Source: an optimization exercise on an open RTL-to-GDS flow (aim: small area, a short achievable clock period and few clock cycles per item). Production flows keep margins and buffers that such runs may drop. RTL that was checked went through simulation tests only; none was proved equivalent to the original.

==> trial 93: inputs <==
==> flow/design.v (excerpt) <==
module mult32x32_fast (
    input logic clk,
    input logic reset,
    input logic start,
    input logic [31:0] a,
    input logic [31:0] b,
    output logic busy,
    output logic [63:0] product
);
==> flow/config.mk <==
export PLATFORM = sky130hd
export DESIGN_NAME = mult32x32_fast
export DESIGN_NICKNAME = mult32x32_fast
export VERILOG_FILES = /design/flow/design.v
export SDC_FILE = /design/flow/constraint.sdc
export NUM_CORES = 4
export LEC_CHECK = 0
export CAP_MARGIN = 20
export CORE_MARGIN = 2
export CORE_UTILIZATION = 40
export CTS_BUF_LIST = sky130_fd_sc_hd__clkbuf_4 sky130_fd_sc_hd__clkbuf_8
export SETUP_SLACK_MARGIN = 4.8
export SLEW_MARGIN = 20
export SYNTH_HIERARCHICAL = 1
export SYNTH_MINIMUM_KEEP_SIZE = 0
export TNS_END_PERCENT = 0
==> flow/constraint.sdc <==
create_clock -name core_clock -period 10.0 [get_ports {clk}]
set_input_delay 2.0000 -clock core_clock [delete_from_list [all_inputs] [get_ports {clk}]]
set_output_delay 2.0000 -clock core_clock [all_outputs]
set_load 0.01 [all_outputs]
standard.sh (not shown) runs the stock make flow with config.mk's settings and CLKGATE_MAP_FILE= SYNTH_SCRIPT=/design/flow/synth_recipe.tcl, a recipe that flattens the netlist after the stock synthesis.
==> flow/flow/run.sh <==
#!/bin/bash
# Own layout flow: the standard synthesis and layout (standard.sh), with these changes:
#  - before floorplanning, each combinational cell of the synthesized netlist gets the drive
#    strength its fanout calls for (flow/resize.py): the smallest variant of its footprint for
#    a small fanout, larger ones for large fanouts. Registers are untouched; the layout's repair
#    steps size cells again where slew, capacitance or timing need it;
#  - ports are buffered with buf_2 instead of the default port buffer;
#  - timing repair only sizes cells up and swaps pins (no buffering or cloning), and the
#    repair after global routing is skipped (the repair after clock tree synthesis remains).
# Each tool's output goes to a log file in this folder.
set -euo pipefail
R=orfs/results/sky130hd/mult32x32_fast/base
export BUFFER_PORTS_ARGS="-buffer_cell sky130_fd_sc_hd__buf_2"
export SKIP_INCREMENTAL_REPAIR=1
export SETUP_MOVE_SEQUENCE="sizeup,swap"
bash standard.sh synth > synth.log 2>&1
python3 flow/resize.py "$FLOW_HOME/platforms/sky130hd/lib/sky130_fd_sc_hd__tt_025C_1v80.lib" $R/1_2_yosys.v 3 12 > resize.log 2>&1
touch $R/1_2_yosys.v
bash standard.sh > layout.log 2>&1
==> flow/flow/resize.py <==
#!/usr/bin/env python3
"""Size the combinational cells of the synthesized netlist by the fanout they drive:
each cell gets the variant of its footprint (same function and pins) whose drive suits its
fanout: the smallest for a fanout up to FO1, drive 2 up to FO2, else drive 4.
Flip-flops, latches and tie cells are left as synthesis made them. The layout's own repair
steps size cells again where slew, capacitance or timing need it.
usage: resize.py LIBERTY NETLIST [FO1 FO2]"""
import re, sys, collections
lib, path = sys.argv[1], sys.argv[2]
FO1 = int(sys.argv[3]) if len(sys.argv) > 3 else 5
FO2 = int(sys.argv[4]) if len(sys.argv) > 4 else 12
area, foot, seq, outs = {}, {}, set(), collections.defaultdict(set)
cur = None; pin = None
for line in open(lib):
    m = re.search(r'^\s*cell\s*\(\s*"?(sky130_fd_sc_hd__\w+)"?\s*\)', line)
    if m:
        cur = m.group(1); pin = None; continue
    if cur is None:
        continue
    m = re.search(r'^\s*area\s*:\s*([\d.]+)', line)
    if m: area[cur] = float(m.group(1))
    m = re.search(r'cell_footprint\s*:\s*"([^"]+)"', line)
    if m: foot[cur] = m.group(1)
    if re.search(r'^\s*(ff|latch|statetable)\s*\(', line): seq.add(cur)
    m = re.search(r'^\s*pin\s*\(\s*"?(\w+)"?\s*\)', line)
    if m: pin = m.group(1)
    if pin and re.search(r'direction\s*:\s*"?output', line): outs[cur].add(pin)
fam = collections.defaultdict(list)
for c, f in foot.items():
    if c in seq or "lpflow" in c or "probe" in c or c not in area:
        continue
    fam[f].append(c)
def strength(c):
    m = re.search(r'_(\d+)$', c)
    return int(m.group(1)) if m else 1
for f in fam:
    fam[f].sort(key=lambda c: (strength(c), area[c]))
text = open(path).read()
inst_re = re.compile(r'^(\s*)(sky130_fd_sc_hd__\w+)(\s+)(\S+)(\s*\((.*?)\);)', re.M | re.S)
insts = []
fanout = collections.Counter()
for m in inst_re.finditer(text):
    cell = m.group(2)
    conns = re.findall(r'\.(\w+)\(([^()]*)\)', m.group(6))
    o = [n.strip() for p, n in conns if p in outs.get(cell, ())]
    for p, n in conns:
        if p not in outs.get(cell, ()):
            fanout[n.strip()] += 1
    insts.append((m.start(2), m.end(2), cell, o))
out = []
last = 0
changes = collections.Counter()
for s, e, cell, o in insts:
    new = cell
    if cell not in seq and cell in foot and "conb" not in cell and foot[cell] in fam:
        fo = max([fanout[n] for n in o] + [0])
        want = 0 if fo <= FO1 else (2 if fo <= FO2 else 4)
        vs = fam[foot[cell]]
        ok = [v for v in vs if strength(v) >= want] or [vs[-1]]
        # the smallest area that gives the drive; among equal areas the strongest
        new = min(ok, key=lambda v: (area[v], -strength(v)))
    out.append(text[last:s]); out.append(new); last = e
    if new != cell: changes[(cell, new)] += 1
out.append(text[last:])
open(path, "w").write("".join(out))
for (a, b), n in sorted(changes.items()):
    print(f"{a} -> {b}: {n}")
==> trial 40 (differences from trial 93) <==
--- a/flow/flow/run.sh
+++ b/flow/flow/run.sh
@@ -16,3 +16,3 @@
 bash standard.sh synth > synth.log 2>&1
-python3 flow/resize.py "$FLOW_HOME/platforms/sky130hd/lib/sky130_fd_sc_hd__tt_025C_1v80.lib" $R/1_2_yosys.v 3 12 > resize.log 2>&1
+python3 flow/resize.py "$FLOW_HOME/platforms/sky130hd/lib/sky130_fd_sc_hd__tt_025C_1v80.lib" $R/1_2_yosys.v 5 12 '(one|two|neg)[0-9]+_[0-9]+' > resize.log 2>&1
 touch $R/1_2_yosys.v
--- a/flow/flow/resize.py
+++ b/flow/flow/resize.py
@@ -6,3 +6,4 @@
 steps size cells again where slew, capacitance or timing need it.
-usage: resize.py LIBERTY NETLIST [FO1 FO2]"""
+Cells driving a net whose name matches STRONG (a regular expression) get drive 4.
+usage: resize.py LIBERTY NETLIST [FO1 FO2 [STRONG]]"""
 import re, sys, collections
@@ -11,2 +12,3 @@
 FO2 = int(sys.argv[4]) if len(sys.argv) > 4 else 12
+STRONG = re.compile(sys.argv[5]) if len(sys.argv) > 5 else None
 area, foot, seq, outs = {}, {}, set(), collections.defaultdict(set)
@@ -57,2 +59,4 @@
         want = 0 if fo <= FO1 else (2 if fo <= FO2 else 4)
+        if STRONG and any(STRONG.fullmatch(n) for n in o):
+            want = 4
         vs = fam[foot[cell]]
- GPL_ROUTABILITY_DRIVEN: default -> 0
==> comparison table <==
	trial 93	trial 40
Startpoint of the most critical register-to-register path	hcr[7]	busy
Sum of met2 wire segment lengths after detailed routing	29600 um	28700 um
Later-pin clock latency in the skew report	0.48 ns	0.47 ns
Number of tapcells	600	607
Filler cell count	4355	4456
Clock network share of area	1.89%	1.91%
Area enclosed by the die boundary	0.0482 sq mm	0.0487 sq mm
Core area	0.0456 sq mm	0.0465 sq mm
Total Routing Usage GR	27.9%	26.4%
Num rows	78	79
Signal buffers	138	136
Crit Reg-Reg Endpoint	hcr[24]	hcr[39]
Antenna violations before repair	0	1
Routing usage on met1	39.8%	37.5%
R2r worst-path depth	15	11
Final WL	66600 um	64600 um
Share of layout cells above drive strength 1	23.6%	20.6%
Multi-input gate share of the layout cell area	78.1%	78.2%
Final Non-Filler Cells	2541	2547
Initial DRC Count	1628	1777
Clock-pin slew of the registers on the worst-case setup and hold paths	0.09 ns	0.07 ns
Max layer used	met4	met5
Cell Area, Placed	0.0201 sq mm	0.0203 sq mm
Most frequent cell on the critical path	sky130_fd_sc_hd__fa_1	sky130_fd_sc_hd__fa_2
Outcome	complete, no violations	complete, no violations
Function was not checked in any run of this note: the RTL went through the layout flow alone.

==> job 9527 <==
Another version of the RTL of mult32x32_fast (not shown whole).
clock: 10.0 ns
lec_check: 0
cap_margin: 20
core_margin: 2
core_utilization: 40
slew_margin: 20
synth_hierarchical: 1
synth_minimum_keep_size: 0
run.sh (not shown) runs the stock make flow with config.mk's settings and CLKGATE_MAP_FILE= SYNTH_SCRIPT=/design/flow/synth_recipe.tcl, a recipe that flattens the netlist after the stock synthesis.
Stock flow here: none of the scripts above is used.
==> inputs of job 1382, as changes to job 9527 <==
SETUP_SLACK_MARGIN = 3   (was not set)
TNS_END_PERCENT = 0   (was not set)
==> inputs of job 4039, as changes to job 9527 <==
SETUP_SLACK_MARGIN = 3   (was not set)
==> results.txt <==
Against job 1382, the final area of job 4039 is larger by about 3.8%. Of job 9527 and job 1382, job 1382 has the higher critical path depth (gap 1). Between job 9527 and job 4039, the lower routed wire length is in job 9527 (gap about 15%, measured against job 4039). Job 4039 completed without violations. Job 9527 completed without violations. Job 1382 finished clean. Between job 9527 and job 4039, the lower utilization is in job 9527 (gap 11 points). Via count: job 4039 > job 1382 > job 9527. First-iteration DRC count, highest first: job 1382, job 4039, job 9527. Register-to-register slack: job 9527 < job 4039 < job 1382. In count of clock-buffer cells in the layout, job 4039 and job 1382 do not differ.
==> figures <==
                                                                 job 1382     job 4039    job 9527
Outcome                                  no timing/DRC/antenna violations  no timing/DRC/antenna violations  no timing/DRC/antenna violations
Maximum number of pins on one net before global-route repair           65           65          56
Fraction of area in multi-input gates                               0.692        0.690       0.753
Final HPWL from detailed placement                               44300 um     44700 um    44900 um
Multi-input gate count                                               1396         1398        1392
Worst path max stage delay                                         600 ps       640 ps      610 ps
Total via count in the routed design                                14826        14954       13387
First-pass GRT wire length                                       98100 um    101000 um    88400 um
Min Clock Period, post-route                                      7520 ps      7490 ps     8950 ps
Detailed-router iteration count before antenna repair                   5            7           7
Resized Gates After CTS                                               255          376           0
Worst-Skew Late Latency                                            350 ps       340 ps      330 ps
Number of global-route vias before repair                           15667        16094       14363
Cell area reported after detailed placement                     20400 um2    20600 um2   20200 um2
Pin slew with the least headroom to its limit                     1080 ps      1100 ps     1150 ps
Worst path arrival time                                           7620 ps      7550 ps     9030 ps
Testbench counts of job 9527, summed over its fixed seeds: cycles 4,794, items 3,200.
Testbench counts of job 1382, summed over its fixed seeds: cycles 4,794, items 3,200.
Testbench counts of job 4039, summed over its fixed seeds: cycles 4,794, items 3,200.

==> inputs of run a <==
Another version of the RTL of mult32x32_fast (not shown whole).
==> flow/design.v (excerpt) <==
module mult32x32_fast (
    input logic clk,
    input logic reset,
    input logic start,
    input logic [31:0] a,
    input logic [31:0] b,
    output logic busy,
    output logic [63:0] product
);
export LEC_CHECK = 0
export CAP_MARGIN = 20
export CORE_MARGIN = 2
export CORE_UTILIZATION = 40
export SETUP_SLACK_MARGIN = 4.0
export SLEW_MARGIN = 20
export SYNTH_HIERARCHICAL = 1
export SYNTH_MINIMUM_KEEP_SIZE = 0
export TNS_END_PERCENT = 0
create_clock -name core_clock -period 10.0 [get_ports {clk}]
standard.sh (not shown) runs the stock make flow with config.mk's settings and CLKGATE_MAP_FILE= SYNTH_SCRIPT=/design/flow/synth_recipe.tcl, a recipe that flattens the netlist after the stock synthesis.
==> flow/flow/run.sh <==
#!/bin/bash
# Own layout flow: the standard synthesis and layout (standard.sh), with two changes:
#  - before floorplanning, every combinational cell of the synthesized netlist is set to
#    the smallest drive strength of its footprint (flow/resize.py); registers are untouched,
#    and the layout's repair steps size cells up again where needed;
#  - ports are buffered with buf_2 instead of the default port buffer.
# Each tool's output goes to a log file in this folder.
set -euo pipefail
R=orfs/results/sky130hd/mult32x32_fast/base
export BUFFER_PORTS_ARGS="-buffer_cell sky130_fd_sc_hd__buf_2"
bash standard.sh synth > synth.log 2>&1
python3 flow/resize.py "$FLOW_HOME/platforms/sky130hd/lib/sky130_fd_sc_hd__tt_025C_1v80.lib" $R/1_2_yosys.v > resize.log 2>&1
touch $R/1_2_yosys.v
bash standard.sh > layout.log 2>&1
==> flow/flow/resize.py <==
#!/usr/bin/env python3
"""Size the combinational cells of the synthesized netlist by the fanout they drive:
each cell gets the variant of its footprint (same function and pins) whose drive suits its
fanout: the smallest for a fanout up to FO1, drive 2 up to FO2, else drive 4.
Flip-flops, latches and tie cells are left as synthesis made them. The layout's own repair
steps size cells again where slew, capacitance or timing need it.
usage: resize.py LIBERTY NETLIST [FO1 FO2]"""
import re, sys, collections
lib, path = sys.argv[1], sys.argv[2]
FO1 = int(sys.argv[3]) if len(sys.argv) > 3 else 5
FO2 = int(sys.argv[4]) if len(sys.argv) > 4 else 12
area, foot, seq, outs = {}, {}, set(), collections.defaultdict(set)
cur = None; pin = None
for line in open(lib):
    m = re.search(r'^\s*cell\s*\(\s*"?(sky130_fd_sc_hd__\w+)"?\s*\)', line)
    if m:
        cur = m.group(1); pin = None; continue
    if cur is None:
        continue
    m = re.search(r'^\s*area\s*:\s*([\d.]+)', line)
    if m: area[cur] = float(m.group(1))
    m = re.search(r'cell_footprint\s*:\s*"([^"]+)"', line)
    if m: foot[cur] = m.group(1)
    if re.search(r'^\s*(ff|latch|statetable)\s*\(', line): seq.add(cur)
    m = re.search(r'^\s*pin\s*\(\s*"?(\w+)"?\s*\)', line)
    if m: pin = m.group(1)
    if pin and re.search(r'direction\s*:\s*"?output', line): outs[cur].add(pin)
fam = collections.defaultdict(list)
for c, f in foot.items():
    if c in seq or "lpflow" in c or "probe" in c or c not in area:
        continue
    fam[f].append(c)
def strength(c):
    m = re.search(r'_(\d+)$', c)
    return int(m.group(1)) if m else 1
for f in fam:
    fam[f].sort(key=lambda c: (strength(c), area[c]))
text = open(path).read()
inst_re = re.compile(r'^(\s*)(sky130_fd_sc_hd__\w+)(\s+)(\S+)(\s*\((.*?)\);)', re.M | re.S)
insts = []
fanout = collections.Counter()
for m in inst_re.finditer(text):
    cell = m.group(2)
    conns = re.findall(r'\.(\w+)\(([^()]*)\)', m.group(6))
    o = [n.strip() for p, n in conns if p in outs.get(cell, ())]
    for p, n in conns:
        if p not in outs.get(cell, ()):
            fanout[n.strip()] += 1
    insts.append((m.start(2), m.end(2), cell, o))
out = []
last = 0
changes = collections.Counter()
for s, e, cell, o in insts:
    new = cell
    if cell not in seq and cell in foot and "conb" not in cell and foot[cell] in fam:
        fo = max([fanout[n] for n in o] + [0])
        want = 0 if fo <= FO1 else (2 if fo <= FO2 else 4)
        vs = fam[foot[cell]]
        ok = [v for v in vs if strength(v) >= want]
        new = ok[0] if ok else vs[-1]
        if want == 0:
            new = min(vs, key=lambda v: area[v])
    out.append(text[last:s]); out.append(new); last = e
    if new != cell: changes[(cell, new)] += 1
out.append(text[last:])
open(path, "w").write("".join(out))
for (a, b), n in sorted(changes.items()):
    print(f"{a} -> {b}: {n}")
==> inputs of run b, as changes to run a <==
--- a/flow/flow/resize.py
+++ b/flow/flow/resize.py
@@ -58,6 +58,5 @@
         vs = fam[foot[cell]]
-        ok = [v for v in vs if strength(v) >= want]
-        new = ok[0] if ok else vs[-1]
-        if want == 0:
-            new = min(vs, key=lambda v: area[v])
+        ok = [v for v in vs if strength(v) >= want] or [vs[-1]]
+        # the smallest area that gives the drive; among equal areas the strongest
+        new = min(ok, key=lambda v: (area[v], -strength(v)))
     out.append(text[last:s]); out.append(new); last = e
==> summary of the runs <==
Core utilization: run b is lower than run a (0.054 points).
Routed wire length: run a is lower than run b (0.38%).
Clock-buffer cell count: run a is lower than run b (1).
Against run b, the non-clock buffer count of run a is lower by 1.
Between run a and run b, the lower register-to-register slack is in run a (gap 0.02 ns).
Die area is the same in run a and run b.
In synthesized cell count, run b and run a do not differ.
Run a completed without violations. Run b passed the timing, design-rule and antenna checks.
No run of this note included a check of the RTL's function; only the layout flow was run.

==> v26: inputs <==
mult32x32_fast, a different RTL version from the one above (not shown whole).
==> flow/config.mk <==
export PLATFORM = sky130hd
export DESIGN_NAME = mult32x32_fast
export DESIGN_NICKNAME = mult32x32_fast
export VERILOG_FILES = /design/flow/design.v
export SDC_FILE = /design/flow/constraint.sdc
export NUM_CORES = 4
export LEC_CHECK = 0
export CAP_MARGIN = 20
export CORE_MARGIN = 2
export CORE_UTILIZATION = 40
export SETUP_SLACK_MARGIN = 2.5
export SLEW_MARGIN = 20
export SYNTH_HIERARCHICAL = 1
export SYNTH_MINIMUM_KEEP_SIZE = 0
export TNS_END_PERCENT = 0
==> flow/constraint.sdc <==
create_clock -name core_clock -period 10.0 [get_ports {clk}]
set_input_delay 2.0000 -clock core_clock [delete_from_list [all_inputs] [get_ports {clk}]]
set_output_delay 2.0000 -clock core_clock [all_outputs]
set_load 0.01 [all_outputs]
==> flow/flow/resize.py <==
#!/usr/bin/env python3
"""Set every combinational cell of the synthesized netlist to the smallest cell of its
footprint (the same function and pins, the lowest drive strength). Flip-flops, latches and
tie cells are left as synthesis made them. The layout's own repair steps size cells up
again where slew, capacitance or timing need it.
usage: resize.py LIBERTY NETLIST"""
import re, sys, collections
lib, path = sys.argv[1], sys.argv[2]
area, foot, seq = {}, {}, set()
cur = None
for line in open(lib):
    m = re.search(r'^\s*cell\s*\(\s*"?(sky130_fd_sc_hd__\w+)"?\s*\)', line)
    if m:
        cur = m.group(1); continue
    if cur is None:
        continue
    m = re.search(r'^\s*area\s*:\s*([\d.]+)', line)
    if m: area[cur] = float(m.group(1))
    m = re.search(r'cell_footprint\s*:\s*"([^"]+)"', line)
    if m: foot[cur] = m.group(1)
    if re.search(r'^\s*(ff|latch|statetable)\s*\(', line): seq.add(cur)
best = {}
for c, f in foot.items():
    if c in seq or "lpflow" in c or "probe" in c or c not in area:
        continue
    if f not in best or area[c] < area[best[f]]:
        best[f] = c
text = open(path).read()
used = collections.Counter(re.findall(r'^\s*(sky130_fd_sc_hd__\w+)\s', text, re.M))
for c, n in sorted(used.items()):
    if c in seq or c not in foot or "conb" in c:
        continue
    b = best.get(foot[c])
    if b and b != c and area[b] < area[c]:
        text = re.sub(r'(^\s*)%s(\s)' % c, r'\g<1>%s\g<2>' % b, text, flags=re.M)
        print(f"{c} -> {b}: {n}")
open(path, "w").write(text)
Scripts as last shown in full above: flow/flow/run.sh
==> v39: changes against v26 <==
--- a/flow/config.mk
+++ b/flow/config.mk
@@ -7,7 +7,8 @@
 export LEC_CHECK = 0
 export CAP_MARGIN = 20
 export CORE_MARGIN = 2
-export CORE_UTILIZATION = 40
+export CORE_UTILIZATION = 60
+export PLACE_DENSITY = 0.75
 export SETUP_SLACK_MARGIN = 2.5
 export SLEW_MARGIN = 20
 export SYNTH_HIERARCHICAL = 1
==> comparison table <==
| item | v26 | v39 |
|---|---|---|
| Share of cells above drive strength 1 | 11.2% | 11.3% |
| Met3 usage in global routing | 3.19% | 5.77% |
| Status | complete, no violations | complete, no violations |
| # placed instances | 2542 | 2333 |
| Resized cells post-CTS | 15 | 14 |
| WL met3 | 4.18 mm | 5.29 mm |
| Post-layout instance count excluding filler cells | 2559 | 2350 |
| WL met1 | 26.6 mm | 22.3 mm |
| Vias in the first global route | 16100 | 15900 |
| Worst setup slack for register-to-register paths | 2.91 ns | 2.75 ns |
| R2r endpoint | H[22] | H[45] |
| Antenna diode instance count | 1 | 0 |
| Global-route wire length before repair | 98.2 mm | 90.7 mm |
| Critical path's largest stage delay | 0.58 ns | 0.57 ns |
| Critical Path Sink | H[37] | H[45] |
| Filler cells | 4175 | 2386 |
| Maximum achievable frequency | 136 MHz | 135 MHz |
| Startpoint of the most critical hold path | H[7] | H[1] |
No functional check of the RTL was part of any run of this note.

[separate check: timing with driven ports]
Ports are ideal in the flow. The routed layouts listed here were re-timed in OpenROAD. Step 1 sets driving cells, clkbuf_16 on the clock port and buf_2 on the other inputs (assumed; they add their load-dependent delay and slew). Step 2 adds t to the input delays and takes it off the output delays; t is the mean of the earliest and latest rising clock arrival at the registers after step 1. Input paths then give back, and output paths get back, about the clock's delay inside the block. Slacks: no drivers / after step 1 / after step 2; pairs: no drivers / after step 1.
run	shift t [ns]	slack for setup (ns)	worst hold slack (ns)	latest minus earliest clock arrival (ns)
trial 93	0.510	4.467 / 4.430 / 3.920	0.624 / 0.624 / 0.624	0.028 / 0.028
trial 40	0.504	3.919 / 3.935 / 3.431	0.715 / 0.715 / 0.715	0.029 / 0.029
job 9527	0.367	1.054 / 1.068 / 0.700	0.471 / 0.471 / 0.471	0.012 / 0.013
job 1382	0.389	2.476 / 2.493 / 2.104	0.474 / 0.474 / 0.474	0.014 / 0.014
job 4039	0.383	2.514 / 2.528 / 2.145	0.475 / 0.475 / 0.475	0.016 / 0.016
run a	0.478	4.160 / 4.132 / 3.774	0.603 / 0.603 / 0.603	0.021 / 0.022
run b	0.476	4.175 / 4.183 / 3.716	0.599 / 0.599 / 0.599	0.017 / 0.017
v26	0.391	2.658 / 2.681 / 2.291	0.474 / 0.474 / 0.474	0.021 / 0.021
v39	0.388	2.611 / 2.636 / 2.248	0.470 / 0.470 / 0.470	0.012 / 0.012
After both steps every run listed still meets setup and hold. The setup slack of trial 93, which loses most, moves by -0.037 ns with the drivers and by -0.547 ns with both steps.
